Background: an optimization exercise with open tools, aiming at small area and a short achievable clock period. Do not read the settings as production practice.
Function was checked by simulation only, so behaviour that the tests miss may differ from the original.
Power figures rest on the tool's default switching activity, not on a simulated workload.

`design/flow/flow/run.sh`:
```
#!/bin/bash
set -euo pipefail
rm -rf scripts_area
cp -r "$FLOW_HOME/scripts" scripts_area
printf 'strash\ndch\nmap -a\n' > scripts_area/abc_area.script
bash standard.sh SCRIPTS_DIR="$PWD/scripts_area" \
  BUFFER_PORTS_ARGS="-buffer_cell sky130_fd_sc_hd__buf_1" finish > standard_flow.log 2>&1
```
`design/flow/standard.sh`:
```
#!/bin/bash
# synth_recipe.tcl (not shown) runs the flow's synth.tcl, then flattens the netlist and writes it again
# the make line also repeats each setting of config.mk as NAME=value (left out here)
make -C /OpenROAD-flow-scripts/flow DESIGN_CONFIG=/design/flow/config.mk WORK_HOME=/design/flow/orfs CLKGATE_MAP_FILE= SYNTH_SCRIPT=/design/flow/synth_recipe.tcl "${@:-finish}"
```
`design/flow/config.mk`:
```
export PLATFORM = sky130hd
export DESIGN_NAME = speedometer
export DESIGN_NICKNAME = speedometer
export VERILOG_FILES = /design/flow/design.v
export SDC_FILE = /design/flow/constraint.sdc
export NUM_CORES = 4
export LEC_CHECK = 0
export ABC_AREA = 1
export CAP_MARGIN = 20
export CORE_MARGIN = 2
export CORE_UTILIZATION = 60
export CTS_BUF_LIST = sky130_fd_sc_hd__clkbuf_8
export GPL_TIMING_DRIVEN = 0
export SLEW_MARGIN = 20
```
`design/flow/constraint.sdc`:
```
create_clock -name core_clock -period 150.0 [get_ports {clk}]
set_input_delay 30.0000 -clock core_clock [delete_from_list [all_inputs] [get_ports {clk}]]
set_output_delay 30.0000 -clock core_clock [all_outputs]
set_load 0.01 [all_outputs]
```
`design/flow/design.v`:
```
module testSpeed
(
	input clk_50Mhz,
	input rst,
	input speedInfrac,
	output reg [13:0] outSpeed
);
reg [15:0] cnt;		 
reg [4:0] circleCnt;	 
reg last;
wire edge_ = speedInfrac & ~last;
wire meas = &circleCnt;
wire tmo = cnt[15] & cnt[14] & cnt[9] & cnt[8] & cnt[6] & cnt[4];
wire [15:0] ncnt = ~cnt;
wire [15:0] dv14;
genvar gv14;
generate for (gv14 = 0; gv14 < 16; gv14 = gv14 + 1) begin : dec14
	assign dv14[gv14] = cnt[3:0] == gv14;
end endgenerate
wire [3:0] tab14;
assign tab14[0] = dv14[2] | dv14[6] | dv14[8];
assign tab14[1] = dv14[3] | dv14[6] | dv14[7] | dv14[10] | dv14[11] | dv14[12] | dv14[13] | dv14[14] | dv14[15];
assign tab14[2] = dv14[5];
assign tab14[3] = dv14[10] | dv14[11] | dv14[12] | dv14[13] | dv14[14] | dv14[15];
wire big14 = |cnt[15:4];	 
wire [3:0] r14 = big14 ? 4'd10 : tab14[3:0];
wire [4:0] t13 = {r14, 1'b1};
wire [4:0] n13 = ncnt[4:0];
wire [5:0] c13;
wire [4:0] d13;
assign c13[0] = 1'b0;
genvar g13;
generate for (g13 = 0; g13 < 5; g13 = g13 + 1) begin : row13
	assign d13[g13] = t13[g13] ^ n13[g13] ^ c13[g13];
	assign c13[g13+1] = (t13[g13] & n13[g13]) | (t13[g13] & c13[g13]) | (n13[g13] & c13[g13]);
end endgenerate
wire q13 = ~|cnt[15:5] & c13[5];
wire [4:0] r13 = q13 ? d13[4:0] : t13[4:0];
wire [5:0] t12 = {r13, 1'b0};
wire [5:0] n12 = ncnt[5:0];
wire [6:0] c12;
wire [5:0] d12;
assign c12[0] = 1'b0;
genvar g12;
generate for (g12 = 0; g12 < 6; g12 = g12 + 1) begin : row12
	assign d12[g12] = t12[g12] ^ n12[g12] ^ c12[g12];
	assign c12[g12+1] = (t12[g12] & n12[g12]) | (t12[g12] & c12[g12]) | (n12[g12] & c12[g12]);
end endgenerate
wire q12 = ~|cnt[15:6] & c12[6];
wire [5:0] r12 = q12 ? d12[5:0] : t12[5:0];
wire [6:0] t11 = {r12, 1'b0};
wire [6:0] n11 = ncnt[6:0];
wire [7:0] c11;
wire [6:0] d11;
assign c11[0] = 1'b0;
genvar g11;
generate for (g11 = 0; g11 < 7; g11 = g11 + 1) begin : row11
	assign d11[g11] = t11[g11] ^ n11[g11] ^ c11[g11];
	assign c11[g11+1] = (t11[g11] & n11[g11]) | (t11[g11] & c11[g11]) | (n11[g11] & c11[g11]);
end endgenerate
wire q11 = ~|cnt[15:7] & c11[7];
wire [6:0] r11 = q11 ? d11[6:0] : t11[6:0];
wire [7:0] t10 = {r11, 1'b0};
wire [7:0] n10 = ncnt[7:0];
wire [8:0] c10;
wire [7:0] d10;
assign c10[0] = 1'b0;
genvar g10;
generate for (g10 = 0; g10 < 8; g10 = g10 + 1) begin : row10
	assign d10[g10] = t10[g10] ^ n10[g10] ^ c10[g10];
	assign c10[g10+1] = (t10[g10] & n10[g10]) | (t10[g10] & c10[g10]) | (n10[g10] & c10[g10]);
end endgenerate
wire q10 = ~|cnt[15:8] & c10[8];
wire [7:0] r10 = q10 ? d10[7:0] : t10[7:0];
wire [8:0] t9 = {r10, 1'b1};
wire [8:0] n9 = ncnt[8:0];
wire [9:0] c9;
wire [8:0] d9;
assign c9[0] = 1'b0;
genvar g9;
generate for (g9 = 0; g9 < 9; g9 = g9 + 1) begin : row9
	assign d9[g9] = t9[g9] ^ n9[g9] ^ c9[g9];
	assign c9[g9+1] = (t9[g9] & n9[g9]) | (t9[g9] & c9[g9]) | (n9[g9] & c9[g9]);
end endgenerate
wire q9 = ~|cnt[15:9] & c9[9];
wire [8:0] r9 = q9 ? d9[8:0] : t9[8:0];
reg [8:0] p9;
always @(posedge clk_50Mhz) p9 <= r9;
reg pq13_0;
always @(posedge clk_50Mhz) pq13_0 <= q13 | tmo;
reg pq12_0;
always @(posedge clk_50Mhz) pq12_0 <= q12 | tmo;
reg pq11_0;
always @(posedge clk_50Mhz) pq11_0 <= q11 | tmo;
reg pq10_0;
always @(posedge clk_50Mhz) pq10_0 <= q10 | tmo;
reg pq9_0;
always @(posedge clk_50Mhz) pq9_0 <= q9 | tmo;
wire [9:0] t8 = {p9, 1'b0};
wire [9:0] n8 = ncnt[9:0];
wire [10:0] c8;
wire [9:0] d8;
assign c8[0] = 1'b1;
genvar g8;
generate for (g8 = 0; g8 < 10; g8 = g8 + 1) begin : row8
	assign d8[g8] = t8[g8] ^ n8[g8] ^ c8[g8];
	assign c8[g8+1] = (t8[g8] & n8[g8]) | (t8[g8] & c8[g8]) | (n8[g8] & c8[g8]);
end endgenerate
wire q8 = ~|cnt[15:10] & c8[10];
wire [9:0] r8 = q8 ? d8[9:0] : t8[9:0];
wire [10:0] t7 = {r8, 1'b1};
wire [10:0] n7 = ncnt[10:0];
wire [11:0] c7;
wire [10:0] d7;
assign c7[0] = 1'b1;
genvar g7;
generate for (g7 = 0; g7 < 11; g7 = g7 + 1) begin : row7
	assign d7[g7] = t7[g7] ^ n7[g7] ^ c7[g7];
	assign c7[g7+1] = (t7[g7] & n7[g7]) | (t7[g7] & c7[g7]) | (n7[g7] & c7[g7]);
end endgenerate
wire q7 = ~|cnt[15:11] & c7[11];
wire [10:0] r7 = q7 ? d7[10:0] : t7[10:0];
wire [11:0] t6 = {r7, 1'b1};
wire [11:0] n6 = ncnt[11:0];
wire [12:0] c6;
wire [11:0] d6;
assign c6[0] = 1'b1;
genvar g6;
generate for (g6 = 0; g6 < 12; g6 = g6 + 1) begin : row6
	assign d6[g6] = t6[g6] ^ n6[g6] ^ c6[g6];
	assign c6[g6+1] = (t6[g6] & n6[g6]) | (t6[g6] & c6[g6]) | (n6[g6] & c6[g6]);
end endgenerate
wire q6 = ~|cnt[15:12] & c6[12];
wire [11:0] r6 = q6 ? d6[11:0] : t6[11:0];
wire [12:0] t5 = {r6, 1'b1};
wire [12:0] n5 = ncnt[12:0];
wire [13:0] c5;
wire [12:0] d5;
assign c5[0] = 1'b1;
genvar g5;
generate for (g5 = 0; g5 < 13; g5 = g5 + 1) begin : row5
	assign d5[g5] = t5[g5] ^ n5[g5] ^ c5[g5];
	assign c5[g5+1] = (t5[g5] & n5[g5]) | (t5[g5] & c5[g5]) | (n5[g5] & c5[g5]);
end endgenerate
wire q5 = ~|cnt[15:13] & c5[13];
wire [12:0] r5 = q5 ? d5[12:0] : t5[12:0];
wire [13:0] t4 = {r5, 1'b1};
wire [13:0] n4 = ncnt[13:0];
wire [14:0] c4;
wire [13:0] d4;
assign c4[0] = 1'b1;
genvar g4;
generate for (g4 = 0; g4 < 14; g4 = g4 + 1) begin : row4
	assign d4[g4] = t4[g4] ^ n4[g4] ^ c4[g4];
	assign c4[g4+1] = (t4[g4] & n4[g4]) | (t4[g4] & c4[g4]) | (n4[g4] & c4[g4]);
end endgenerate
wire q4 = ~|cnt[15:14] & c4[14];
wire [13:0] r4 = q4 ? d4[13:0] : t4[13:0];
reg [13:0] p4;
always @(posedge clk_50Mhz) p4 <= r4;
reg pq13_1;
always @(posedge clk_50Mhz) pq13_1 <= pq13_0;
reg pq12_1;
always @(posedge clk_50Mhz) pq12_1 <= pq12_0;
reg pq11_1;
always @(posedge clk_50Mhz) pq11_1 <= pq11_0;
reg pq10_1;
always @(posedge clk_50Mhz) pq10_1 <= pq10_0;
reg pq9_1;
always @(posedge clk_50Mhz) pq9_1 <= pq9_0;
reg pq8_1;
always @(posedge clk_50Mhz) pq8_1 <= q8;
reg pq7_1;
always @(posedge clk_50Mhz) pq7_1 <= q7;
reg pq6_1;
always @(posedge clk_50Mhz) pq6_1 <= q6;
reg pq5_1;
always @(posedge clk_50Mhz) pq5_1 <= q5;
reg pq4_1;
always @(posedge clk_50Mhz) pq4_1 <= q4;
wire [14:0] t3 = {p4, 1'b0};
wire [14:0] n3 = ncnt[14:0];
wire [15:0] c3;
wire [14:0] d3;
assign c3[0] = 1'b1;
genvar g3;
generate for (g3 = 0; g3 < 15; g3 = g3 + 1) begin : row3
	assign d3[g3] = t3[g3] ^ n3[g3] ^ c3[g3];
	assign c3[g3+1] = (t3[g3] & n3[g3]) | (t3[g3] & c3[g3]) | (n3[g3] & c3[g3]);
end endgenerate
wire q3 = ~|cnt[15:15] & c3[15];
wire [14:0] r3 = q3 ? d3[14:0] : t3[14:0];
wire [15:0] t2 = {r3, 1'b0};
wire [15:0] n2 = ncnt[15:0];
wire [16:0] c2;
wire [15:0] d2;
assign c2[0] = 1'b1;
genvar g2;
generate for (g2 = 0; g2 < 16; g2 = g2 + 1) begin : row2
	assign d2[g2] = t2[g2] ^ n2[g2] ^ c2[g2];
	assign c2[g2+1] = (t2[g2] & n2[g2]) | (t2[g2] & c2[g2]) | (n2[g2] & c2[g2]);
end endgenerate
wire q2 = 1'b1 & c2[16];
wire [15:0] r2 = q2 ? d2[15:0] : t2[15:0];
wire [16:0] t1 = {r2, 1'b1};
wire [16:0] n1 = {{1{1'b1}}, ncnt[15:0]};
wire [17:0] c1;
wire [16:0] d1;
assign c1[0] = 1'b1;
genvar g1;
generate for (g1 = 0; g1 < 17; g1 = g1 + 1) begin : row1
	assign d1[g1] = t1[g1] ^ n1[g1] ^ c1[g1];
	assign c1[g1+1] = (t1[g1] & n1[g1]) | (t1[g1] & c1[g1]) | (n1[g1] & c1[g1]);
end endgenerate
wire q1 = 1'b1 & c1[17];
wire [15:0] r1 = q1 ? d1[15:0] : t1[15:0];
wire [16:0] t0 = {r1, 1'b1};
wire [16:0] n0 = {{1{1'b1}}, ncnt[15:0]};
wire [17:0] c0;
wire [16:0] d0;
assign c0[0] = 1'b1;
genvar g0;
generate for (g0 = 0; g0 < 17; g0 = g0 + 1) begin : row0
	assign d0[g0] = t0[g0] ^ n0[g0] ^ c0[g0];
	assign c0[g0+1] = (t0[g0] & n0[g0]) | (t0[g0] & c0[g0]) | (n0[g0] & c0[g0]);
end endgenerate
wire q0 = 1'b1 & c0[17];
wire [13:0] quo = {pq13_1, pq12_1, pq11_1, pq10_1, pq9_1, pq8_1, pq7_1, pq6_1, pq5_1, pq4_1, q3, q2, q1, q0};
always @(posedge clk_50Mhz) begin
	if (rst) begin
		last <= 1'b1;
		outSpeed <= 14'd9999;
		cnt <= 16'd0;
		circleCnt <= 5'd0;
	end
	else begin
		if (edge_)
			circleCnt <= circleCnt + 5'd1;
		else if (meas) begin
			circleCnt <= 5'd0;
			outSpeed <= quo;	 
			cnt <= 16'd0;
		end
		else if (!tmo)
			cnt <= cnt + 16'd1;
		else begin
			cnt <= 16'd0;
			outSpeed <= 14'd0;
		end
		last <= speedInfrac;
	end
end
endmodule
module Digital(clk_16k, rst, A, OL, DIG);
	input clk_16k;
	input rst;
	input [13:0] A;
	output reg [6:0] OL;
	output reg [3:0] DIG;
	reg [3:0] dig;
	function [3:0] add3;
		input [3:0] x;
		reg ge5;
		begin
			ge5 = x[3] | (x[2] & (x[1] | x[0]));
			add3[3] = ge5;
			add3[2] = (x[2] & ~x[1] & ~x[0]) | (x[3] & x[0]);
			add3[1] = (x[1] & (~x[2] | x[0])) | (x[3] & ~x[0]);
			add3[0] = x[0] ^ ge5;
		end
	endfunction
	reg [19:0] bcd;
	integer i;
	always @* begin
		bcd = 20'd0;
		for (i = 13; i >= 0; i = i - 1) begin
			bcd[3:0] = add3(bcd[3:0]);
			bcd[7:4] = add3(bcd[7:4]);
			bcd[11:8] = add3(bcd[11:8]);
			bcd[15:12] = add3(bcd[15:12]);
			bcd = {bcd[18:0], A[i]};
		end
	end
	wire [3:0] thou = bcd[15:12] + (bcd[16] ? 4'd10 : 4'd0);
	always @(posedge clk_16k) begin
		if (rst) begin
			dig <= 4'hf;
			DIG <= 4'b0000;
		end
		else begin
			DIG <= {DIG[0], DIG[3] | ~|DIG, DIG[2], DIG[1]};
			if (DIG[0]) dig <= thou;
			else if (DIG[1]) dig <= bcd[3:0];
			else if (DIG[2]) dig <= bcd[7:4];
			else dig <= bcd[11:8];
		end
	end
	wire [15:0] dd;
	genvar k;
	generate for (k = 0; k < 16; k = k + 1) begin : dec
		assign dd[k] = dig == k;
	end endgenerate
	always @* begin
		OL[6] = dd[0] | dd[2] | dd[3] | dd[5] | dd[6] | dd[7] | dd[8] | dd[9];
		OL[5] = dd[0] | dd[1] | dd[2] | dd[3] | dd[4] | dd[7] | dd[8] | dd[9];
		OL[4] = dd[0] | dd[1] | dd[3] | dd[4] | dd[5] | dd[6] | dd[7] | dd[8] | dd[9];
		OL[3] = dd[0] | dd[2] | dd[3] | dd[5] | dd[6] | dd[8] | dd[9];
		OL[2] = dd[0] | dd[2] | dd[6] | dd[8];
		OL[1] = dd[0] | dd[4] | dd[5] | dd[6] | dd[8] | dd[9];
		OL[0] = dd[2] | dd[3] | dd[4] | dd[5] | dd[6] | dd[8] | dd[9];
	end
endmodule
module speedometer
(
	input clk,
	input rst,
	input speedInfrac,
	output [13:0] outSpeed,
	output [6:0] OL,
	output [3:0] DIG
);
testSpeed u_speed
(
	.clk_50Mhz(clk),
	.rst(rst),
	.speedInfrac(speedInfrac),
	.outSpeed(outSpeed)
);
Digital u_disp
(
	.clk_16k(clk),
	.rst(rst),
	.A(outSpeed),
	.OL(OL),
	.DIG(DIG)
);
endmodule
```
==> results of run 1 <==
[layout make-up]
class | count | area share (%)
inverters | 134 | 5.809
flip-flops and latches | 82 | 18.96
multi-input cells | 801 | 69.13
clock buffers | 9 | 1.431
clock inverters | 7 | 0.9538
well taps | 176 | 2.543
repair buffers | 27 | 1.171
[flip-flops by register name, summed over array words and instances, names as in the netlist, 4 cells and up]
| name | count |
|---|---|
| u_disp.DIG | 4 |
| u_disp.dig | 4 |
| u_speed.circleCnt | 5 |
| u_speed.cnt | 16 |
| u_speed.outSpeed | 14 |
| u_speed.p4 | 14 |
| u_speed.p9 | 9 |
[metal layers]
metal  global-route usage [%]  vias up  share of wire (%)
met5                        0        -                  0
met4                    6.250        0                1.2
met3                    3.302       11                3.6
met2                    46.80       94                 50
met1                    37.01     3324                 46
li1                         -     3455                  -
[path summary, 6_finish.rpt]
kind,from,end,cells past startpoint
setup reg to reg,u_speed.cnt[0],u_speed.p4[4],71
setup / recovery,speedInfrac,u_speed.outSpeed[7],7
hold reg to reg,u_speed.pq11_0,u_speed.pq11_1,0
hold / removal,u_speed.pq11_0,u_speed.pq11_1,0
[cells by family (layout without fill, tap and decap cells)]
kind of cell	count (synthesis)	count (layout)	synth area share (%)
simple gates	397	397	19.30
compound gates	208	208	15.31
fa+ha+maj	137	137	32.08
buf+inv	134	177	6.193
flops	82	82	20.21
mux	35	35	4.314
xor+xnor	24	24	2.588
[stage by stage]
| stage | cells | area [µm²] |
|---|---|---|
| finish | 1236 | 8658 |
| global route | 1236 | 8658 |
| CTS | 1236 | 8652 |
| detailed placement | 1220 | 8446 |
| global placement | 1220 | 8443 |
| floorplan | 1017 | 8122 |
[placed cells by master, fill, tap and decap left out, drive strengths merged, types with 2 or more instances in the layout]
| cell type | netlist | final |
|---|---|---|
| o2111ai | 2 | 2 |
| nand4 | 2 | 2 |
| a31oi | 21 | 21 |
| mux2i | 35 | 35 |
| nand3 | 25 | 25 |
| nor2 | 123 | 123 |
| o221ai | 6 | 6 |
| o21bai | 2 | 2 |
| buf | 0 | 27 |
| ha | 17 | 17 |
| o211ai | 2 | 2 |
| o21a | 5 | 5 |
| a2111oi | 2 | 2 |
| nor4 | 3 | 3 |
| xor2 | 22 | 22 |
| a211oi | 4 | 4 |
| a221oi | 6 | 6 |
| clkbuf | 0 | 9 |
| dfxtp | 82 | 82 |
| a22oi | 14 | 14 |
| inv | 0 | 4 |
| or2 | 5 | 5 |
| nand2 | 226 | 226 |
| a21oi | 60 | 60 |
| o21ai | 62 | 62 |
| clkinv | 134 | 136 |
| a22o | 3 | 3 |
| fa | 119 | 119 |
| o22ai | 15 | 15 |
| xnor2 | 2 | 2 |
| nor3 | 11 | 11 |
[power by group through the flow]
stage / clock (W) / sequential, W / combinational (W)
2_1_floorplan: 0 / 0.0000286 / 0.0000426
3_3_place_gp: 0 / 0.0000292 / 0.0000496
4_1_cts: 0.0000175 / 0.0000288 / 0.0000518
6_report: 0.0000172 / 0.0000286 / 0.0000510
5_1_grt: 0.0000184 / 0.0000294 / 0.0000619
3_5_place_dp: 0 / 0.0000293 / 0.0000517
==> flow_summary.toml, run 1 <==
[pwr]
combinationalPowerShare_pct = 52.7
powerDensity_nw_per_um2 = 11.19
p_clk_share_pct = 17.8
power_frac_seq_pct = 29.6
p_switching_w = 0.00004284
sw_frac_of_total_pct = 44.21
intPower_w = 0.00005407
p_leak_nw = 3.523
ir_worst_vdd_mv = 0.01001
p_total_w = 0.00009692

[worst_setup_path]
arrival_ps = 32330
rrSetupSlack_ps = 119680
cp_max_fo = 17
endpoint_kind = "flop"
crit_type = "in2reg"
crit_chain = "buf_1 > clkinv_1 > nor2_1 > a21oi_1 > nor2_1 > clkinv_1 > o21ai_0"
crit_family = "simple AND/OR/NAND/NOR gates"
path_buf_inv = 3
crit_slowest_cell = "nor2_1"
slowest_delay_ps = 600
worst-endpoint-required_ps = 150280
worst_setup_path_start_kind = "input port"

[logic_synthesis]
netlist_top_cells_count = "226 x nand2_1, 134 x clkinv_1, 123 x nor2_1, 119 x fa_1, 82 x dfxtp_1"
ys_ff_latch = 82
synth_fp_nets = 1156
yosysMostFrequentCell = "nand2_1"
synth_cell_types = 35
synth_edf_count = 0
synthTopCellsByArea = "fa_1 29%, dfxtp_1 20%, nand2_1 10%"
netlist.area_leader.share_pct = 29.33
syn-cell-area_um2 = 8122
synth_largest_area_cell = "fa_1"
yosys_warnings = 2
synth-seq-area-share_pct = 20.21
synth_ff_type = "dfxtp_1"
netlist_instances = 1017
synthArstFlopShare_pct = 0
avgSynthCellArea_um2 = 7.986

[layout]
num-nets-final = 1194
syn_to_final_growth_pct = 6.609
multi_input_area_um2 = 5986
drive_gt1_share_pct = 2.642
n_fill_cell = 1232
seqCellArea_um2 = 1642
final_util_pct = 65.38
antennaDiodeCount = 0

[floorplan]
fp.dieW_um = 120.3
die-area_um2 = 14480
chipHeight_um = 120.3
rows = 42
ioPinCount = 28
initial_core_util_pct = 61.33
core_area_um2 = 13240

[hold_path]
hp-class = "reg2reg"

[timing]
rsz0062_at_grt = "no"
worst_slew_pin_slew_ps = 967.2
hold_viol_final = 0
fin_crit_ps = 32050
max_freq_mhz = 31.20
relSlewSlack_pct = 35.52
finalSetupViolCount = 0
setup_ws_ps = 117950
slew_violations = 0
setup_tns_ps = 0
fin_crit_sh_pct = 21.37
clock_skew_ps = 13.80
holdWs_ps = 334.6

[detailed_routing]
post-route-drc-count = 0
routedWlPerCell_um = 14.34
routed_via_density = 5.570
vias = 6884
route.antenna.remaining_nets = 0
wl_um = 17720
first_iter_violations = 401
drtPass1Iterations = 5

[global_routing]
grt.overflow.total = 0
grtUsageTotal_pct = 27.18
first_global_vias = 6714
grt_max_degree = 23
grt_pass1_wl_um = 31680
antenna_found_initial = 0

[clocking]
insertion_delay_ps = 380
ctsResizeCount = 0
cts_setup_buffers = 0
cts_sinks = 82
cts_tree = "done"
cts_buffers = 9
clk_path_buf_depth = 2
clkTransAtPathRegs_ps = 90
cts_root_buf = "clkbuf_8"
h-tree-depth = 3
hold_buffers = 0

[place]
place_congestion = 0.8401
dp_hpwl_um = 14410
port_buffers = 27
place_ws_ps = 117520

[outcome]
status = "finished clean"

[job]
drv_cap = 0
==> run 2, diff against run 1 <==
--- a/design/flow/config.mk
+++ b/design/flow/config.mk
@@ -10,5 +10,4 @@
 export CORE_MARGIN = 2
 export CORE_UTILIZATION = 60
 export CTS_BUF_LIST = sky130_fd_sc_hd__clkbuf_8
-export GPL_TIMING_DRIVEN = 0
 export SLEW_MARGIN = 20
==> run 2 against run 1 <==
Die area unchanged; via count increased by 1.7%; global-route usage increased by 2.2 points; hold slack improved by 1.0 ps; sequential share of layout area decreased by 0.16 points; register-to-register slack improved by 690 ps.
==> flow_summary.toml, run 2 <==
[timing]
fin_crit_sh_pct = 21.23
hold_viol_final = 0
setup_tns_ps = 0
slew_violations = 0
worst_slew_pin_slew_ps = 911.5
holdWs_ps = 335.6
finalSetupViolCount = 0
clock_skew_ps = 13.06
relSlewSlack_pct = 39.24
max_freq_mhz = 31.41
fin_crit_ps = 31840
rsz0062_at_grt = "no"

[logic_synthesis]
netlist_instances = 1017
synth_fp_nets = 1156
yosysMostFrequentCell = "nand2_1"
netlist.area_leader.share_pct = 29.33
synth_edf_count = 0
netlist_top_cells_count = "226 x nand2_1, 134 x clkinv_1, 123 x nor2_1, 119 x fa_1, 82 x dfxtp_1"
synth-seq-area-share_pct = 20.21
synth_cell_types = 35
synth_ff_type = "dfxtp_1"
avgSynthCellArea_um2 = 7.986
syn-cell-area_um2 = 8122
synthTopCellsByArea = "fa_1 29%, dfxtp_1 20%, nand2_1 10%"
yosys_warnings = 2
synth_largest_area_cell = "fa_1"
ys_ff_latch = 82
synthArstFlopShare_pct = 0

[clocking]
ctsResizeCount = 0
insertion_delay_ps = 390
clkTransAtPathRegs_ps = 100
cts_sinks = 82
cts_tree = "done"
clk_path_buf_depth = 2
cts_buffers = 9
cts_setup_buffers = 0
h-tree-depth = 3
cts_root_buf = "clkbuf_8"
hold_buffers = 0

[layout]
largest_reg_flops = 16
largestRegisters = "u_speed.cnt x16, u_speed.outSpeed x14, u_speed.p4 x14"
multi_input_area_um2 = 5977
final_cell_mix = "226 x nand2_1, 134 x clkinv_1, 123 x nor2_1"
largest-register = "u_speed.cnt"
mostFrequentLayoutCell = "nand2_1"
seqCellArea_um2 = 1642
num-nets-final = 1205
n_fill_cell = 1194
drive_gt1_share_pct = 3.455
syn_to_final_growth_pct = 7.534
final_util_pct = 65.95

[floorplan]
core_area_um2 = 13240
initial_core_util_pct = 61.33
chipHeight_um = 120.3
ioPinCount = 28
rows = 42
fp.dieW_um = 120.3
die-area_um2 = 14480

[pwr]
p_leak_nw = 3.577
powerDensity_nw_per_um2 = 11.14
ir_worst_vdd_mv = 0.01013

[worst_setup_path]
crit_chain = "buf_1 > clkinv_1 > nor2_1 > a21oi_1 > nor2_1 > clkinv_1 > a211oi_1"
crit_family = "simple AND/OR/NAND/NOR gates"
path_buf_inv = 3
crit_type = "in2reg"
rr_startpoint = "u_speed.cnt[0]"
endpoint_kind = "flop"
arrival_ps = 32140
crit_slowest_cell = "nor2_1"
slowest_delay_ps = 550
cp_max_fo = 17
startpoint = "speedInfrac"
worst_setup_path_start_kind = "input port"
worst-endpoint-required_ps = 150300
rrSetupSlack_ps = 120370

[global_routing]
grt.overflow.total = 0
first_global_vias = 6799
grt_pass1_wl_um = 33350
grt_max_degree = 23
antenna_found_initial = 2
grtUsageTotal_pct = 29.34

[place]
port_buffers = 27
dp_hpwl_um = 15170
place_congestion = 0.8557

[outcome]
status = "finished clean"

[hold_path]
holdCritStartpoint = "u_speed.pq9_0"
hp-class = "reg2reg"

[detailed_routing]
routedWlPerCell_um = 15.49
route.antenna.remaining_nets = 0
wl_um = 19350
drtPass1Iterations = 6
routed_via_density = 5.605
post-route-drc-count = 0
first_iter_violations = 372
vias = 7001

[job]
drv_cap = 0
-- run 2: cell counts after synthesis --
Identical to the previous run, type by type.
-- run 2: per-stage QoR --
step	setup WS (ps)	cells	total power, W	area (µm²)
after floorplan	118560	1017	0.00007121	8122
after global placement	117830	1231	0.00007952	8526
after detailed placement	117730	1231	0.00008172	8526
after CTS	118150	1247	0.00009832	8728
after global routing	117930	1248	0.0001096	8731
final	118160	1249	0.00009730	8733
-- run 2: logic make-up after synthesis --
| logic type | share of synthesized area [%] |
|---|---|
| fa+ha+maj | 32.08 |
| simple gates | 19.30 |
| flops | 20.21 |
| compound gates | 15.31 |
| xor+xnor | 2.588 |
| mux | 4.314 |
| buf+inv | 6.193 |
-- run 2: layout make-up --
cell class | count | area share, %
tap | 176 | 2.521
sequential | 82 | 18.80
antenna | 2 | 0.05731
clock buffer | 9 | 1.418
inverter | 134 | 5.759
timing repair buffer | 38 | 2.106
multi-input combinational | 801 | 68.44
clock inverter | 7 | 0.9026
-- run 2: final timing paths --
path                      to  cells past startpoint
max          u_speed.cnt[11]                      7
min            u_speed.pq9_1                      0
max reg2reg    u_speed.p4[3]                     71
min reg2reg    u_speed.pq9_1                      0
-- run 2: per-layer routing --
layer	global-route usage (%)	wire [µm]	vias to the layer above
met3	5.708	809	29
met1	38.62	8658	3358
met4	8.067	430	0
li1	-	-	3471
met5	0	0	-
met2	49.86	9447	143
-- run 2: power by group --
part / switching, W / total, W / internal, W
Sequential: 0.00000313 / 0.0000287 / 0.0000256
Combinational: 0.0000313 / 0.0000520 / 0.0000207
Clock: 0.00000985 / 0.0000165 / 0.00000670
==> run 3, diff against run 2 <==
==> design/flow/flow/run.sh (replaced) <==
#!/bin/bash
set -euo pipefail
rm -rf scripts_area
cp -r "$FLOW_HOME/scripts" scripts_area
printf 'strash\ndc2\ndch\namap\n' > scripts_area/abc_area.script
bash standard.sh SCRIPTS_DIR="$PWD/scripts_area" \
  BUFFER_PORTS_ARGS="-buffer_cell sky130_fd_sc_hd__buf_1" finish > standard_flow.log 2>&1
==> run 3 against run 2 <==
Power grew 4.2%; clock power shrank 4%; sequential cell count is the same.
==> flow_summary.toml, run 3 <==
[pwr]
power_frac_seq_pct = 28.6
p_leak_nw = 2.979
powerDensity_nw_per_um2 = 12.35
p_switching_w = 0.00004383
p_clk_share_pct = 15.7
combinationalPowerShare_pct = 55.7
ir_worst_vdd_mv = 0.01478
sw_frac_of_total_pct = 43.25
intPower_w = 0.00005751

[global_routing]
grt.overflow.total = 0
antenna_found_initial = 0
first_global_vias = 6482
grt_pass1_wl_um = 31240
grt_max_degree = 19
grtUsageTotal_pct = 29.44

[timing]
hold_viol_final = 0
rsz0062_at_grt = "no"
worst_slew_pin_slew_ps = 756.1
holdWs_ps = 334.0
max_freq_mhz = 30.75
fin_crit_ps = 32520
relSlewSlack_pct = 49.41
slew_violations = 0
fin_crit_sh_pct = 21.68
setup_tns_ps = 0
clock_skew_ps = 12.35
finalSetupViolCount = 0
setup_ws_ps = 117480

[logic_synthesis]
synth_edf_count = 0
synthArstFlopShare_pct = 0
syn-cell-area_um2 = 7601
synth_ff_type = "dfxtp_1"
yosys_warnings = 2
synthTopCellsByArea = "fa_1 31%, dfxtp_1 22%, o22a_1 7.4%"
netlist_top_cells_count = "119 x fa_1, 107 x nor2_1, 99 x clkinv_1, 85 x o22ai_1, 82 x dfxtp_1"
yosysMostFrequentCell = "fa_1"
synth_largest_area_cell = "fa_1"
synth-seq-area-share_pct = 21.60
avgSynthCellArea_um2 = 9.213
ys_ff_latch = 82
synth_fp_nets = 964
netlist_instances = 825
netlist.area_leader.share_pct = 31.34
synth_cell_types = 39

[layout]
num-nets-final = 1014
syn_to_final_growth_pct = 7.967
seqCellArea_um2 = 1642
final_cell_mix = "119 x fa_1, 107 x nor2_1, 99 x clkinv_1"
antennaDiodeCount = 0
largest-register = "u_speed.cnt"
mostFrequentLayoutCell = "fa_1"
largestRegisters = "u_speed.cnt x16, u_speed.outSpeed x14, u_speed.p4 x14"
n_fill_cell = 1097
drive_gt1_share_pct = 3.295
final_design_area_no_fill_um2 = 8207
multi_input_area_um2 = 5594
final_util_pct = 65.56
largest_reg_flops = 16

[detailed_routing]
post-route-drc-count = 0
first_iter_violations = 379
routedWlPerCell_um = 17.30
vias = 6563
route.antenna.remaining_nets = 0
wl_um = 18200
drtPass1Iterations = 5
routed_via_density = 6.239

[worst_setup_path]
endpoint_kind = "flop"
slowest_delay_ps = 500
cp_max_fo = 17
worst_setup_path_start_kind = "input port"
arrival_ps = 32810
crit_type = "in2reg"
crit_chain = "buf_1 > nor2b_1 > clkinv_1 > nand2_1 > nand2_1 > nor2_1 > clkinv_1 > a311oi_1"
worst-endpoint-required_ps = 150280
crit_slowest_cell = "clkinv_1"

[outcome]
status = "finished clean"

[floorplan]
die-area_um2 = 13590
fp.dieW_um = 116.6
chipHeight_um = 116.6
rows = 41
initial_core_util_pct = 60.73
core_area_um2 = 12520
ioPinCount = 28

[clocking]
insertion_delay_ps = 370
clkTransAtPathRegs_ps = 100
cts_root_buf = "clkbuf_8"
cts_setup_buffers = 0
cts_sinks = 82
cts_buffers = 9
ctsResizeCount = 0
clk_path_buf_depth = 2
h-tree-depth = 3
hold_buffers = 0
cts_tree = "done"

[place]
port_buffers = 27
place_ws_ps = 117170
place_congestion = 0.8821
dp_hpwl_um = 14660
place_area_um2 = 8008

[job]
drv_cap = 0

[hold_path]
hp-class = "reg2reg"
[run 3: changes by cell type in the layout (fill, tap and decap cells not counted), moves of 17 or more]
cell	previous run	this run
nand2_1	226	40
o22ai_1	15	85
o22a_1	0	64
clkinv_1	134	99
mux2i_1	35	0
o21ai_0	62	39
xor2_1	22	0
a21oi_1	60	43
a31oi_1	21	4
[run 3: per-stage QoR]
step	power (W)	std cells
finish	0.0001013	1052
global route	0.0001136	1052
CTS	0.0001023	1052
detailed placement	0.00008610	1036
global placement	0.00008347	1036
floorplan	0.00007465	825
[run 3: kinds of logic (layout without fill, tap and decap cells)]
family                   Yosys count  count (layout)  synth area share [%]
AO/OA/AOI/OAI                    307             307                 28.00
buffers and inverters             99             154                 4.889
AND/OR/NAND/NOR                  201             201                 11.37
adder cells (fa/ha/maj)          136             136                 34.14
flip-flops                        82              82                 21.60
[run 3: final cells by class]
cell class	instances	area share (%)
flip-flops and latches	82	20.00
repair buffers	39	2.333
inverters	99	4.528
well taps	172	2.622
clock buffers	9	1.509
multi-input cells	644	68.17
clock inverters	7	0.8385
[run 3: power by group through the flow]
stage	Sequential (W)	Clock (W)	Combinational, W
floorplan	0.0000289	0	0.0000457
global placement	0.0000295	0	0.0000540
detailed placement	0.0000296	0	0.0000565
CTS	0.0000291	0.0000161	0.0000571
global route	0.0000298	0.0000174	0.0000665
finish	0.0000290	0.0000159	0.0000564
[run 3: critical path: cells and delay by family]
family                 cells  cell delay (ps)
AO/OA/AOI/OAI              1              390
buffers and inverters      3              920
AND/OR/NAND/NOR            4             1490
[run 3: per-layer routing]
| layer | part of all wire, % | vias up | global-route usage (%) | routed length [µm] |
|---|---|---|---|---|
| met2 | 50 | 156 | 51.40 | 9113 |
| met3 | 4.1 | 30 | 4.359 | 751 |
| li1 | - | 3144 | - | - |
| met5 | 0 | - | 0 | 0 |
| met1 | 44 | 3233 | 38.42 | 7958 |
| met4 | 2.1 | 0 | 8.549 | 380 |
[run 3: path summary, 6_finish.rpt]
path | start | to | slack (ps) | cells after the start
worst max-delay path | speedInfrac | u_speed.cnt[14] | 117480 | 8
worst min-delay path | u_speed.pq10_0 | u_speed.pq10_1 | 330 | 0
worst max register to register | u_speed.cnt[0] | u_speed.p4[5] | 121160 | 71
worst min register to register | u_speed.pq10_0 | u_speed.pq10_1 | 330 | 0
==> run 4, diff against run 3 <==
--- a/design/flow/design.v
+++ b/design/flow/design.v
@@ -144,20 +144,8 @@
 end endgenerate
 wire q5 = ~|cnt[15:13] & c5[13];
 wire [12:0] r5 = q5 ? d5[12:0] : t5[12:0];
-wire [13:0] t4 = {r5, 1'b1};
-wire [13:0] n4 = ncnt[13:0];
-wire [14:0] c4;
-wire [13:0] d4;
-assign c4[0] = 1'b1;
-genvar g4;
-generate for (g4 = 0; g4 < 14; g4 = g4 + 1) begin : row4
-	assign d4[g4] = t4[g4] ^ n4[g4] ^ c4[g4];
-	assign c4[g4+1] = (t4[g4] & n4[g4]) | (t4[g4] & c4[g4]) | (n4[g4] & c4[g4]);
-end endgenerate
-wire q4 = ~|cnt[15:14] & c4[14];
-wire [13:0] r4 = q4 ? d4[13:0] : t4[13:0];
-reg [13:0] p4;
-always @(posedge clk_50Mhz) p4 <= r4;
+reg [12:0] p5;
+always @(posedge clk_50Mhz) p5 <= r5;
 reg pq13_1;
 always @(posedge clk_50Mhz) pq13_1 <= pq13_0;
 reg pq12_1;
@@ -176,9 +164,19 @@
 always @(posedge clk_50Mhz) pq6_1 <= q6;
 reg pq5_1;
 always @(posedge clk_50Mhz) pq5_1 <= q5;
-reg pq4_1;
-always @(posedge clk_50Mhz) pq4_1 <= q4;
-wire [14:0] t3 = {p4, 1'b0};
+wire [13:0] t4 = {p5, 1'b1};
+wire [13:0] n4 = ncnt[13:0];
+wire [14:0] c4;
+wire [13:0] d4;
+assign c4[0] = 1'b1;
+genvar g4;
+generate for (g4 = 0; g4 < 14; g4 = g4 + 1) begin : row4
+	assign d4[g4] = t4[g4] ^ n4[g4] ^ c4[g4];
+	assign c4[g4+1] = (t4[g4] & n4[g4]) | (t4[g4] & c4[g4]) | (n4[g4] & c4[g4]);
+end endgenerate
+wire q4 = ~|cnt[15:14] & c4[14];
+wire [13:0] r4 = q4 ? d4[13:0] : t4[13:0];
+wire [14:0] t3 = {r4, 1'b0};
 wire [14:0] n3 = ncnt[14:0];
 wire [15:0] c3;
 wire [14:0] d3;
@@ -225,7 +223,7 @@
 	assign c0[g0+1] = (t0[g0] & n0[g0]) | (t0[g0] & c0[g0]) | (n0[g0] & c0[g0]);
 end endgenerate
 wire q0 = 1'b1 & c0[17];
-wire [13:0] quo = {pq13_1, pq12_1, pq11_1, pq10_1, pq9_1, pq8_1, pq7_1, pq6_1, pq5_1, pq4_1, q3, q2, q1, q0};
+wire [13:0] quo = {pq13_1, pq12_1, pq11_1, pq10_1, pq9_1, pq8_1, pq7_1, pq6_1, pq5_1, q4, q3, q2, q1, q0};
 always @(posedge clk_50Mhz) begin
 	if (rst) begin
 		last <= 1'b1;
==> run 4 against run 3 <==
Still clean; sequential cell count decreased by 2; non-clock buffer count is 1 higher; combinational power is 4.1% lower; clock skew is 4.7 ps lower; global-route usage barely moved; register-to-register slack gained 220 ps; fmax is 0.21% higher; first-iteration DRC count rose by 6.9%; count of clock-buffer cells in the layout increased by 1; synthesized cell count grew 0.61%; critical path depth stayed put; sequential share of layout area shrank 0.48 points.
==> flow_summary.toml, run 4 <==
[outcome]
status = "finished clean"

[place]
place_congestion = 0.9145
place_ws_ps = 117170
port_buffers = 27
dp_hpwl_um = 14630
place_inst = 1041

[pwr]
powerDensity_nw_per_um2 = 12.12
p_leak_nw = 2.991
p_total_w = 0.00009941
ir_worst_vdd_mv = 0.009250

[clocking]
h-tree-depth = 3
insertion_delay_ps = 380
clk_path_buf_depth = 2
hold_buffers = 0
clkTransAtPathRegs_ps = 90
cts_setup_buffers = 0
ctsResizeCount = 0
cts_tree = "done"
cts_root_buf = "clkbuf_8"
cts_buffers = 9
cts_sinks = 80

[logic_synthesis]
syn-cell-area_um2 = 7571
synth_fp_nets = 969
netlist.area_leader.share_pct = 31.47
netlist_instances = 830
synthTopCellsByArea = "fa_1 31%, dfxtp_1 21%, o22ai_1 6.9%"
synth_ff_type = "dfxtp_1"
ys_ff_latch = 80
yosysMostFrequentCell = "fa_1"
synthArstFlopShare_pct = 0
synth_largest_area_cell = "fa_1"
synth_cell_types = 37
yosys_warnings = 2
avgSynthCellArea_um2 = 9.122
synth_edf_count = 0
synth-seq-area-share_pct = 21.15
netlist_top_cells_count = "119 x fa_1, 113 x nor2_1, 100 x clkinv_1, 83 x o22ai_1, 80 x dfxtp_1"

[floorplan]
chipHeight_um = 116.3
fp.dieW_um = 116.3
rows = 41
die-area_um2 = 13530
core_area_um2 = 12470
ioPinCount = 28
initial_core_util_pct = 60.73

[hold_path]
hold_path_end = "u_speed.pq12_1"
holdCritStartpoint = "u_speed.pq12_0"
hp-class = "reg2reg"
holdPathStages = 0

[layout]
largest-register = "u_speed.cnt"
drive_gt1_share_pct = 3.386
antennaDiodeCount = 0
seqCellArea_um2 = 1602
syn_to_final_growth_pct = 8.329
num-nets-final = 1020
mostFrequentLayoutCell = "fa_1"
final_cells = 1058
largestRegisters = "u_speed.cnt x16, u_speed.outSpeed x14, u_speed.p5 x13"
n_fill_cell = 1046
largest_reg_flops = 16
multi_input_area_um2 = 5600
final_cell_mix = "119 x fa_1, 113 x nor2_1, 100 x clkinv_1"

[global_routing]
antenna_found_initial = 0
first_global_vias = 6564
grt_max_degree = 20
grt_pass1_wl_um = 31030
grt.overflow.total = 0
grtUsageTotal_pct = 29.48

[job]
drv_cap = 0

[worst_setup_path]
rr_startpoint = "u_speed.cnt[2]"
worstReg2RegEnd = "u_speed.outSpeed[0]"
rr_worst_depth = 95
crit_type = "in2reg"
worst-endpoint-required_ps = 150280
endpoint_kind = "flop"
arrival_ps = 32730
cp_max_fo = 19
crit_chain = "buf_1 > nor2b_1 > clkinv_1 > nand2_1 > nand2_1 > nor2_1 > clkinv_1 > a211oi_1"
rrSetupSlack_ps = 121380
slowest_delay_ps = 520
crit_slowest_cell = "nor2b_1"
worst_setup_path_start_kind = "input port"

[detailed_routing]
first_iter_violations = 405
route.antenna.remaining_nets = 0
routed_via_density = 6.287
routedWlPerCell_um = 17.43
wl_um = 18440
drtPass1Iterations = 5
post-route-drc-count = 0
vias = 6652

[timing]
max_freq_mhz = 30.81
hold_viol_final = 0
finalSetupViolCount = 0
fin_crit_ps = 32450
setup_ws_ps = 117550
fin_crit_sh_pct = 21.64
holdWs_ps = 346.7
rsz0062_at_grt = "no"
slew_violations = 0
clock_skew_ps = 7.680
worst_slew_pin_slew_ps = 957.6
setup_tns_ps = 0
relSlewSlack_pct = 35.57
## run 4: through the flow
stage                     instance area, µm²  util [%]
final                                   8202     65.79
after global routing                    8202     65.79
after CTS                               8194     65.73
after detailed placement                7984     64.05
after global placement                  7984     64.05
after floorplan                         7571         -
## run 4: area by class of cell
type	count	share of cell area, %
Timing Repair Buffer	40	2.426
Clock inverter	6	0.8848
Multi-Input combinational cell	650	68.28
Inverter	100	4.577
Clock buffer	10	1.678
Sequential cell	80	19.53
Tap cell	172	2.624
## run 4: worst max path at each step
stage	slack [ps]	cells after the start	startpoint	endpoint
2_1_floorplan	118000	12	speedInfrac	u_speed.cnt[14]
3_3_place_gp	117410	8	speedInfrac	u_speed.cnt[0]
3_5_place_dp	117170	8	speedInfrac	u_speed.cnt[10]
4_1_cts	117560	8	speedInfrac	u_speed.cnt[10]
5_1_grt	117160	8	speedInfrac	u_speed.cnt[10]
6_report	117550	8	speedInfrac	u_speed.cnt[10]
## run 4: power breakdown
part | switching [W] | leakage [nW] | total (W) | internal [W]
logic | 0.0000298 | 2.22 | 0.0000541 | 0.0000243
registers | 0.00000297 | 0.657 | 0.0000282 | 0.0000252
clock network | 0.00000872 | 0.110 | 0.0000171 | 0.00000840
## run 4: logic make-up (layout without fill, tap and decap cells)
kind of cell,count (synthesis),in the layout,share of synthesized area [%]
compound gates,303,303,27.58
simple gates,211,211,12.03
fa+ha+maj,136,136,34.28
buf+inv,100,156,4.958
flops,80,80,21.15
## run 4: worst max-delay path: cells and delay by family
| family | cells | cell delay [ps] |
|---|---|---|
| buffers and inverters | 3 | 850 |
| AOI/OAI and AO/OA | 1 | 420 |
| and+or+nand+nor | 4 | 1460 |
## run 4: layer usage
layer	vias up	routed length [µm]	track usage (%)
li1	3148	-	-
met1	3286	7871	37.74
met3	36	781	3.840
met2	182	9324	51.51
met4	0	461	10.79
met5	-	0	0
==> run 5, diff against run 4 <==
==> design/flow/flow/run.sh (replaced) <==
#!/bin/bash
set -euo pipefail
rm -rf scripts_area
cp -r "$FLOW_HOME/scripts" scripts_area
printf 'strash\ndc2\ndch\namap\n' > scripts_area/abc_area.script
bash standard.sh SCRIPTS_DIR="$PWD/scripts_area" \
  CTS_ARGS="-sink_clustering_enable -repair_clock_nets -buf_list sky130_fd_sc_hd__clkbuf_8 -sink_clustering_size 30 -sink_clustering_max_diameter 100 -dont_use_dummy_load" \
  BUFFER_PORTS_ARGS="-buffer_cell sky130_fd_sc_hd__buf_1" finish > standard_flow.log 2>&1
--- a/design/flow/config.mk
+++ b/design/flow/config.mk
@@ -10,4 +10,5 @@
 export CORE_MARGIN = 2
 export CORE_UTILIZATION = 60
 export CTS_BUF_LIST = sky130_fd_sc_hd__clkbuf_8
+export GPL_TIMING_DRIVEN = 0
 export SLEW_MARGIN = 20
==> run 5 against run 4 <==
Via count fell by 1.7%; synthesized cell count did not move; sequential cell count did not move; hold slack got worse by 17 ps; setup slack got worse by 440 ps; clock power fell by 28%; sequential share of layout area rose by 0.38 points; clock skew rose by 33 ps; cell area fell by 1.9%; cell count fell by 1.8%; first-iteration DRC count fell by 2.5%.
==> flow_summary.toml, run 5 <==
[timing]
slew_violations = 0
max_freq_mhz = 30.40
setup_tns_ps = 0
fin_crit_sh_pct = 21.93
hold_viol_final = 0
fin_crit_ps = 32890
finalSetupViolCount = 0
relSlewSlack_pct = 38.21
rsz0062_at_grt = "no"
clock_skew_ps = 41.14
holdWs_ps = 329.4
worst_slew_pin_slew_ps = 923.4

[worst_setup_path]
crit_family = "simple AND/OR/NAND/NOR gates"
path_buf_inv = 3
cp_max_fo = 19
crit_type = "in2reg"
worst-endpoint-required_ps = 150240
crit_chain = "buf_1 > nor2b_1 > clkinv_1 > nand2_1 > nand2_1 > nor2_1 > clkinv_1 > a311oi_1"
endpoint_kind = "flop"
crit_slowest_cell = "nor2b_1"
rr_startpoint = "u_speed.cnt[2]"
slowest_delay_ps = 590
worst_setup_path_start_kind = "input port"
startpoint = "speedInfrac"
arrival_ps = 33130

[clocking]
cts_root_buf = "clkbuf_8"
cts_buffers = 9
clk_path_buf_depth = 2
hold_buffers = 0
insertion_delay_ps = 390
cts_tree = "done"
clkTransAtPathRegs_ps = 70
cts_setup_buffers = 0
h-tree-depth = 3
cts_sinks = 80
ctsResizeCount = 0

[logic_synthesis]
synth_fp_nets = 969
netlist_instances = 830
yosysMostFrequentCell = "fa_1"
avgSynthCellArea_um2 = 9.122
ys_ff_latch = 80
synth_largest_area_cell = "fa_1"
synthArstFlopShare_pct = 0
netlist_top_cells_count = "119 x fa_1, 113 x nor2_1, 100 x clkinv_1, 83 x o22ai_1, 80 x dfxtp_1"
synth_ff_type = "dfxtp_1"
synth_cell_types = 37
syn-cell-area_um2 = 7571
synth-seq-area-share_pct = 21.15
synthTopCellsByArea = "fa_1 31%, dfxtp_1 21%, o22ai_1 6.9%"
yosys_warnings = 2
synth_edf_count = 0
netlist.area_leader.share_pct = 31.47

[pwr]
powerDensity_nw_per_um2 = 11.88
ir_worst_vdd_mv = 0.01283
p_leak_nw = 2.891

[floorplan]
die-area_um2 = 13530
initial_core_util_pct = 60.73
core_area_um2 = 12470
ioPinCount = 28
chipHeight_um = 116.3
rows = 41
fp.dieW_um = 116.3

[hold_path]
holdCritStartpoint = "u_speed.pq10_0"
hp-class = "reg2reg"

[place]
port_buffers = 27
place_inst = 1030
dp_hpwl_um = 14330
place_congestion = 0.8283

[detailed_routing]
first_iter_violations = 395
routedWlPerCell_um = 17.16
routed_via_density = 6.295
vias = 6540
route.antenna.remaining_nets = 0
post-route-drc-count = 0
wl_um = 17830
drtPass1Iterations = 5

[global_routing]
antenna_found_initial = 0
grt_pass1_wl_um = 30860
first_global_vias = 6453
grt.overflow.total = 0
grt_max_degree = 20
grtUsageTotal_pct = 28.84

[layout]
largest_reg_flops = 16
antennaDiodeCount = 0
final_cell_mix = "119 x fa_1, 112 x nor2_1, 100 x clkinv_1"
largest-register = "u_speed.cnt"
final_cells = 1039
num-nets-final = 1008
mostFrequentLayoutCell = "fa_1"
drive_gt1_share_pct = 1.615
syn_to_final_growth_pct = 6.247
largestRegisters = "u_speed.cnt x16, u_speed.outSpeed x14, u_speed.p5 x13"

[outcome]
status = "finished clean"

[job]
drv_cap = 0
[run 5: changes by cell type in the layout (fill, tap and decap cells not counted), sizes merged]
cell	before	now
buf	40	28
bufinv	1	0
clkbuf	10	9
clkinv	101	100
inv	4	0
[run 5: cells by family (layout without fill, tap and decap cells)]
family	count (synthesis)	after routing	share of synthesized area, %
and+or+nand+nor	211	211	12.03
buffers and inverters	100	137	4.958
DFF	80	80	21.15
AOI/OAI and AO/OA	303	303	27.58
adders and majority gates	136	136	34.28
[run 5: final timing paths]
| kind | endpoint | slack (ps) | cells after the start |
|---|---|---|---|
| worst min register to register | u_speed.pq10_1 | 330 | 0 |
| worst max register to register | u_speed.outSpeed[0] | 120260 | 93 |
| worst max-delay path | u_speed.cnt[14] | 117110 | 8 |
| worst min-delay path | u_speed.pq10_1 | 330 | 0 |
[run 5: routing by layer]
layer	global-route usage [%]	share of wire, %
met1	38.22	44
met2	49.73	50
met3	3.996	3.1
met4	8.492	2.1
met5	0	0
[run 5: worst register-to-register path, delay by kind of cell (launching register included)]
kind / cells / cell delay (ps)
AOI/OAI and AO/OA: 22 / 3340
and+or+nand+nor: 10 / 1710
adders and majority gates: 53 / 20990
buffers and inverters: 8 / 2670
DFF: 1 / 830
[run 5: power breakdown]
part | switching, W | total [W] | internal, W | leakage [nW]
clock | 0.00000699 | 0.0000123 | 0.00000535 | 0.0647
sequential | 0.00000301 | 0.0000282 | 0.0000252 | 0.657
combinational | 0.0000303 | 0.0000549 | 0.0000246 | 2.17
[run 5: per-stage QoR]
| stage | util (%) | setup WS, ps | cell area [µm²] | total power, W |
|---|---|---|---|---|
| 2_1_floorplan | - | 118000 | 7571 | 0.00007219 |
| 3_3_place_gp | 63.27 | 116890 | 7888 | 0.00008039 |
| 3_5_place_dp | 63.46 | 116780 | 7911 | 0.00008377 |
| 4_1_cts | 64.46 | 117110 | 8035 | 0.00009614 |
| 5_1_grt | 64.53 | 116800 | 8044 | 0.0001062 |
| 6_report | 64.53 | 117110 | 8044 | 0.00009553 |
[run 5: area by class of cell]
| cell class | count | area [µm²] |
|---|---|---|
| well taps | 172 | 215.2 |
| multi-input cells | 650 | 5615 |
| flip-flops and latches | 80 | 1602 |
| fillers | 1073 | 4422 |
| repair buffers | 28 | 112.6 |
| clock buffers | 9 | 123.9 |
| inverters | 100 | 375.4 |
==> run 6, diff against run 5 <==
--- a/design/flow/config.mk
+++ b/design/flow/config.mk
@@ -10,5 +10,4 @@
 export CORE_MARGIN = 2
 export CORE_UTILIZATION = 60
 export CTS_BUF_LIST = sky130_fd_sc_hd__clkbuf_8
-export GPL_TIMING_DRIVEN = 0
 export SLEW_MARGIN = 20
==> run 6 against run 5 <==
Cell area grew 0.89%; die area did not move; first-iteration DRC count up 10%; fmax increased by 1.2%; synthesized cell count is the same; register-to-register slack better by 1000 ps; critical path type unchanged; setup slack improved by 400 ps; synthesized area did not move; sequential share of layout area fell by 0.17 points; cell count up 1.2%; hold slack gained 17 ps; critical endpoint is now u_speed.cnt[10]; critical path depth stayed put; still clean.
==> flow_summary.toml, run 6 <==
[clocking]
clk_path_buf_depth = 2
cts_setup_buffers = 0
cts_tree = "done"
h-tree-depth = 3
cts_sinks = 80
clkTransAtPathRegs_ps = 90
cts_buffers = 9
insertion_delay_ps = 380
hold_buffers = 0
cts_root_buf = "clkbuf_8"
ctsResizeCount = 0

[layout]
final_cell_mix = "119 x fa_1, 113 x nor2_1, 100 x clkinv_1"
drive_gt1_share_pct = 2.617
antennaDiodeCount = 0
final_cells = 1051
n_fill_cell = 1055
mostFrequentLayoutCell = "fa_1"
seqCellArea_um2 = 1602
final_util_pct = 65.10
syn_to_final_growth_pct = 7.189
largest-register = "u_speed.cnt"
multi_input_area_um2 = 5600
num-nets-final = 1020
final_design_area_no_fill_um2 = 8115
largest_reg_flops = 16
largestRegisters = "u_speed.cnt x16, u_speed.outSpeed x14, u_speed.p5 x13"

[worst_setup_path]
cp_max_fo = 19
crit_slowest_cell = "nor2b_1"
crit_type = "in2reg"
crit_chain = "buf_1 > nor2b_1 > clkinv_1 > nand2_1 > nand2_1 > nor2_1 > clkinv_1 > a211oi_1"
slowest_delay_ps = 510
crit_family = "simple AND/OR/NAND/NOR gates"
endpoint_kind = "flop"
path_buf_inv = 3
worst_setup_path_start_kind = "input port"
arrival_ps = 32750
worst-endpoint-required_ps = 150260

[outcome]
status = "finished clean"

[logic_synthesis]
synthTopCellsByArea = "fa_1 31%, dfxtp_1 21%, o22ai_1 6.9%"
synth-seq-area-share_pct = 21.15
yosys_warnings = 2
synth_compound_area_share_pct = 27.58
synth_fp_nets = 969
netlist_top_cells_count = "119 x fa_1, 113 x nor2_1, 100 x clkinv_1, 83 x o22ai_1, 80 x dfxtp_1"
synth_ff_type = "dfxtp_1"
synth_cell_types = 37
synth_largest_area_cell = "fa_1"
netlist_instances = 830
synth_top_family_by_area = "adder cells"
synth_edf_count = 0
netlist.area_leader.share_pct = 31.47
yosysMostFrequentCell = "fa_1"
ys_ff_latch = 80
avgSynthCellArea_um2 = 9.122
synthArstFlopShare_pct = 0
yosys-mux-area-fraction_pct = 0
synthAdderAreaFrac_pct = 34.28
yosys.area_share.simple_pct = 12.03
synthXorXnorAreaFrac_pct = 0
syn-cell-area_um2 = 7571

[detailed_routing]
post-route-drc-count = 0
drtPass1Iterations = 5
wl_um = 18510
first_iter_violations = 435
routedWlPerCell_um = 17.61
route.antenna.remaining_nets = 0
vias = 6661
routed_via_density = 6.338

[floorplan]
rows = 41
die-area_um2 = 13530
chipHeight_um = 116.3
initial_core_util_pct = 60.73
fp.dieW_um = 116.3
core_area_um2 = 12470
ioPinCount = 28

[global_routing]
first_global_vias = 6533
grt_pass1_wl_um = 30960
antenna_found_initial = 0
grtUsageTotal_pct = 29.43
grt.overflow.total = 0
grt_max_degree = 20

[place]
dp_hpwl_um = 14630
place_congestion = 0.9145
place_inst = 1041
place_area_um2 = 7984
port_buffers = 27

[timing]
worst_slew_pin_slew_ps = 968.7
clock_skew_ps = 28.47
hold_viol_final = 0
fin_crit_ps = 32490
rsz0062_at_grt = "no"
slew_violations = 0
fin_crit_sh_pct = 21.66
relSlewSlack_pct = 34.82
max_freq_mhz = 30.77
finalSetupViolCount = 0
setup_tns_ps = 0

[hold_path]
hp-class = "reg2reg"

[pwr]
p_leak_nw = 2.947
ir_worst_vdd_mv = 0.009753
powerDensity_nw_per_um2 = 11.68

[job]
drv_cap = 0
## run 6: cell types whose count changed in the layout (fill, tap and decap cells not counted), sizes merged
cell / delta
buf: +12
## run 6: path summary, 6_finish.rpt
path / slack [ps] / from / end / cells after the start
setup / recovery: 117510 / speedInfrac / u_speed.cnt[10] / 8
hold / removal: 350 / u_speed.pq12_0 / u_speed.pq12_1 / 0
hold reg to reg: 350 / u_speed.pq12_0 / u_speed.pq12_1 / 0
setup reg to reg: 121300 / u_speed.cnt[2] / u_speed.outSpeed[0] / 95
## run 6: cell families after synthesis
group | Yosys count
AO/OA/AOI/OAI | 303
AND/OR/NAND/NOR | 211
adder cells (fa/ha/maj) | 136
buffers and inverters | 100
flip-flops | 80
## run 6: metal layers
layer	up-vias	global-route usage, %	wire length [µm]
li1	3138	-	-
met1	3304	37.74	7857
met4	0	10.79	470
met2	180	51.36	9377
met3	39	3.840	802
met5	-	0	0
## run 6: stage by stage
step                      hold slack (ps)  total power, W  setup slack [ps]
after detailed placement            326.8      0.00008311            117170
after floorplan                     309.6      0.00007219            118000
final                               346.6      0.00009477            117510
after global placement              315.2      0.00008076            117410
after CTS                           348.5      0.00009583            117530
after global routing                355.0       0.0001050            117140
## run 6: cell type report
type | count | share of cell area (%)
clock buffer | 9 | 1.526
inverter | 100 | 4.625
multi-input combinational | 650 | 69.01
sequential | 80 | 19.73
tap | 172 | 2.652
timing repair buffer | 40 | 2.451
## run 6: report_power, final
part | switching [W] | leakage, nW | internal [W]
Combinational | 0.0000299 | 2.22 | 0.0000243
Sequential | 0.00000298 | 0.657 | 0.0000252
Clock | 0.00000704 | 0.0647 | 0.00000536
==> run 7, diff against run 6 <==
--- a/design/flow/design.v
+++ b/design/flow/design.v
@@ -72,11 +72,21 @@
 end endgenerate
 wire q10 = ~|cnt[15:8] & c10[8];
 wire [7:0] r10 = q10 ? d10[7:0] : t10[7:0];
-wire [8:0] t9 = {r10, 1'b1};
+reg [7:0] p10;
+always @(posedge clk_50Mhz) p10 <= r10;
+reg pq13_0;
+always @(posedge clk_50Mhz) pq13_0 <= q13 | tmo;
+reg pq12_0;
+always @(posedge clk_50Mhz) pq12_0 <= q12 | tmo;
+reg pq11_0;
+always @(posedge clk_50Mhz) pq11_0 <= q11 | tmo;
+reg pq10_0;
+always @(posedge clk_50Mhz) pq10_0 <= q10 | tmo;
+wire [8:0] t9 = {p10, 1'b1};
 wire [8:0] n9 = ncnt[8:0];
 wire [9:0] c9;
 wire [8:0] d9;
-assign c9[0] = 1'b0;
+assign c9[0] = 1'b1;
 genvar g9;
 generate for (g9 = 0; g9 < 9; g9 = g9 + 1) begin : row9
 	assign d9[g9] = t9[g9] ^ n9[g9] ^ c9[g9];
@@ -84,19 +94,7 @@
 end endgenerate
 wire q9 = ~|cnt[15:9] & c9[9];
 wire [8:0] r9 = q9 ? d9[8:0] : t9[8:0];
-reg [8:0] p9;
-always @(posedge clk_50Mhz) p9 <= r9;
-reg pq13_0;
-always @(posedge clk_50Mhz) pq13_0 <= q13 | tmo;
-reg pq12_0;
-always @(posedge clk_50Mhz) pq12_0 <= q12 | tmo;
-reg pq11_0;
-always @(posedge clk_50Mhz) pq11_0 <= q11 | tmo;
-reg pq10_0;
-always @(posedge clk_50Mhz) pq10_0 <= q10 | tmo;
-reg pq9_0;
-always @(posedge clk_50Mhz) pq9_0 <= q9 | tmo;
-wire [9:0] t8 = {p9, 1'b0};
+wire [9:0] t8 = {r9, 1'b0};
 wire [9:0] n8 = ncnt[9:0];
 wire [10:0] c8;
 wire [9:0] d8;
@@ -155,7 +153,7 @@
 reg pq10_1;
 always @(posedge clk_50Mhz) pq10_1 <= pq10_0;
 reg pq9_1;
-always @(posedge clk_50Mhz) pq9_1 <= pq9_0;
+always @(posedge clk_50Mhz) pq9_1 <= q9;
 reg pq8_1;
 always @(posedge clk_50Mhz) pq8_1 <= q8;
 reg pq7_1;
--- a/design/flow/config.mk
+++ b/design/flow/config.mk
@@ -10,4 +10,5 @@
 export CORE_MARGIN = 2
 export CORE_UTILIZATION = 60
 export CTS_BUF_LIST = sky130_fd_sc_hd__clkbuf_8
+export GPL_TIMING_DRIVEN = 0
 export SLEW_MARGIN = 20
==> run 7 against run 6 <==
Via count down 3.5%; global-route usage down 1.0 points; cell area down 1.1%; critical endpoint is now u_speed.cnt[2]; sequential share of layout area down 0.29 points; fmax up 0.14%; clock skew down 14 ps; first-iteration DRC count down 15%; hold slack worse by 17 ps; synthesized area down 0.17%; critical path depth down 2; routed wire length down 5.9%; still clean on timing, DRC and antenna; critical path type unchanged; die area down 0.16%; highest routed layer unchanged; largest cell class unchanged.
==> flow_summary.toml, run 7 <==
[outcome]
status = "finished clean"

[floorplan]
die-area_um2 = 13510
fp.dieW_um = 116.2
ioPinCount = 28
core_area_um2 = 12470
rows = 41
chipHeight_um = 116.2
initial_core_util_pct = 60.63

[timing]
fin_crit_sh_pct = 21.63
max_freq_mhz = 30.82
slew_violations = 0
worst_slew_pin_slew_ps = 1015
clock_skew_ps = 14.10
hold_viol_final = 0
rsz0062_at_grt = "no"
finalSetupViolCount = 0
setup_ws_ps = 117550
fin_crit_ps = 32450
relSlewSlack_pct = 32.09
setup_tns_ps = 0

[worst_setup_path]
worstReg2RegEnd = "u_speed.outSpeed[0]"
endpoint_kind = "flop"
worst-endpoint-required_ps = 150250
arrival_ps = 32700
rrSetupSlack_ps = 119900
cp_max_fo = 17
worst_setup_path_start_kind = "input port"
rr_worst_depth = 92
rr_startpoint = "u_speed.cnt[2]"
crit_type = "in2reg"

[global_routing]
grtUsageTotal_pct = 28.41
grt_pass1_wl_um = 30170
grt_max_degree = 19
antenna_found_initial = 0
grt.overflow.total = 0
first_global_vias = 6240

[layout]
syn_to_final_growth_pct = 6.224
seqCellArea_um2 = 1562
largest_reg_flops = 16
n_fill_cell = 1101
final_cell_mix = "119 x fa_1, 113 x clkinv_1, 109 x nor2_1"
multi_input_area_um2 = 5595
antennaDiodeCount = 0
mostFrequentLayoutCell = "fa_1"
drive_gt1_share_pct = 1.607
largest-register = "u_speed.cnt"
largestRegisters = "u_speed.cnt x16, u_speed.outSpeed x14, u_speed.p5 x13"
num-nets-final = 1012

[clocking]
cts_buffers = 9
cts_setup_buffers = 0
cts_root_buf = "clkbuf_8"
clkTransAtPathRegs_ps = 80
clk_path_buf_depth = 2
cts_sinks = 78
hold_buffers = 0
insertion_delay_ps = 370
ctsResizeCount = 0
cts_tree = "done"
h-tree-depth = 3

[logic_synthesis]
yosysMostFrequentCell = "fa_1"
synth_largest_area_cell = "fa_1"
synth-seq-area-share_pct = 20.66
synth_fp_nets = 973
synthArstFlopShare_pct = 0
synth_ff_type = "dfxtp_1"
ys_ff_latch = 78
avgSynthCellArea_um2 = 9.063
synthTopCellsByArea = "fa_1 32%, dfxtp_1 21%, o22a_1 7.9%"
netlist_instances = 834
yosys_warnings = 2
netlist.area_leader.share_pct = 31.52
syn-cell-area_um2 = 7558
synth_cell_types = 38
netlist_top_cells_count = "119 x fa_1, 113 x clkinv_1, 109 x nor2_1, 85 x o22ai_1, 78 x dfxtp_1"
synth_edf_count = 0

[pwr]
powerDensity_nw_per_um2 = 11.21
ir_worst_vdd_mv = 0.01202
p_total_w = 0.00009002
p_leak_nw = 2.911

[hold_path]
hp-class = "reg2reg"
holdPathStages = 0
holdCritStartpoint = "u_speed.pq11_0"
hold_path_end = "u_speed.pq11_1"

[place]
dp_hpwl_um = 14510
place_congestion = 0.8741
port_buffers = 27
place_ws_ps = 117160

[detailed_routing]
routed_via_density = 6.163
post-route-drc-count = 0
highest_layer = "met4"
routedWlPerCell_um = 16.70
route.antenna.remaining_nets = 0
wl_met1_um = 7569
drtPass1Iterations = 6
wl_um = 17420
met2_length_um = 8959
first_iter_violations = 371
vias = 6428
met3_length_um = 561

[job]
drv_cap = 0
## run 7: cell types whose count changed after synthesis, moves of 4 or more
cell,previous run,this run
a21oi_1,39,43
clkinv_1,100,113
nand2_1,41,35
o22a_1,57,68
a22oi_1,17,12
a22o_1,12,7
nor2_1,113,109
## run 7: kinds of logic (layout without fill, tap and decap cells)
family                     count (synthesis)  after routing  synth area share, %
AOI/OAI and AO/OA                        304            304                27.64
and+or+nand+nor                          203            203                11.75
adders and majority gates                136            136                34.33
buffers and inverters                    113            150                5.612
DFF                                       78             78                20.66
## run 7: metal layers
metal | global-route usage [%] | up-vias
li1 | - | 3122
met1 | 37.30 | 3151
met2 | 49.46 | 132
met3 | 3.269 | 23
met4 | 9.206 | 0
met5 | 0 | -
## run 7: power breakdown
group          internal (W)  leakage (nW)  switching (W)
clock network    0.00000536        0.0647     0.00000702
registers         0.0000245         0.641     0.00000304
logic             0.0000229          2.21      0.0000273
total             0.0000527          2.91      0.0000373
## run 7: how the worst max path moves through the flow
| stage | from | to | depth (start not counted) |
|---|---|---|---|
| 4_1_cts | speedInfrac | u_speed.cnt[2] | 6 |
| 2_1_floorplan | speedInfrac | u_speed.cnt[14] | 13 |
| 6_report | speedInfrac | u_speed.cnt[2] | 6 |
| 5_1_grt | speedInfrac | u_speed.cnt[2] | 6 |
| 3_5_place_dp | speedInfrac | u_speed.cnt[2] | 6 |
| 3_3_place_gp | speedInfrac | u_speed.cnt[8] | 6 |
## run 7: layout make-up
| type | count | area share (%) |
|---|---|---|
| timing repair buffer | 28 | 1.356 |
| multi-input combinational | 643 | 69.69 |
| sequential | 78 | 19.45 |
| clock buffer | 9 | 1.543 |
| inverter | 113 | 5.283 |
| tap | 172 | 2.680 |
## run 7: critical path, cell delays in order
cell and delay (ps):
buf_1 70, nor2b_1 590, nor2_1 380, nor2_1 560
clkinv_1 680, a221oi_1 410
## run 7: metrics by stage
stage               utilization (%)  instances  hold WS (ps)  area (µm²)
finish                        64.41       1043         329.3        8029
global route                  64.41       1043         339.5        8029
CTS                           64.41       1043         331.7        8029
detailed placement            63.41       1034         313.2        7905
global placement              63.17       1033         310.2        7875
floorplan                         -        834         309.6        7559

[port drivers added, routing unchanged]
Ports are ideal in the flow. The routed layouts listed here were re-timed in OpenROAD.
Step 1 assumes that a clkbuf_16 drives the clock port and a buf_2 every other input.
Step 2 times the ports against the registers' clock, not the clock port: input delays grow and output delays shrink by t, the midpoint of the rising clock arrivals with the driver on.
Three values: no drivers, after step 1, after step 2; two values: the first two.
| run | shift t [ns] | setup slack, ns | worst setup path at the end | latest minus earliest clock arrival (ns) |
|---|---|---|---|---|
| run 1 | 0.412 | 117.952 / 117.970 / 117.558 | input to register | 0.014 / 0.014 |
| run 2 | 0.413 | 118.162 / 118.174 / 117.761 | input to register | 0.014 / 0.014 |
| run 3 | 0.402 | 117.477 / 117.491 / 117.089 | input to register | 0.012 / 0.013 |
| run 4 | 0.412 | 117.546 / 117.558 / 117.146 | input to register | 0.008 / 0.008 |
| run 5 | 0.401 | 117.109 / 117.121 / 116.720 | input to register | 0.042 / 0.041 |
| run 6 | 0.399 | 117.506 / 117.518 / 117.118 | input to register | 0.028 / 0.029 |
| run 7 | 0.399 | 117.551 / 117.565 / 117.166 | input to register | 0.014 / 0.015 |
After both steps setup and hold are still met in every run listed. The setup slack of run 2, which loses most, moves by +0.012 ns with the drivers and by -0.401 ns with both steps.
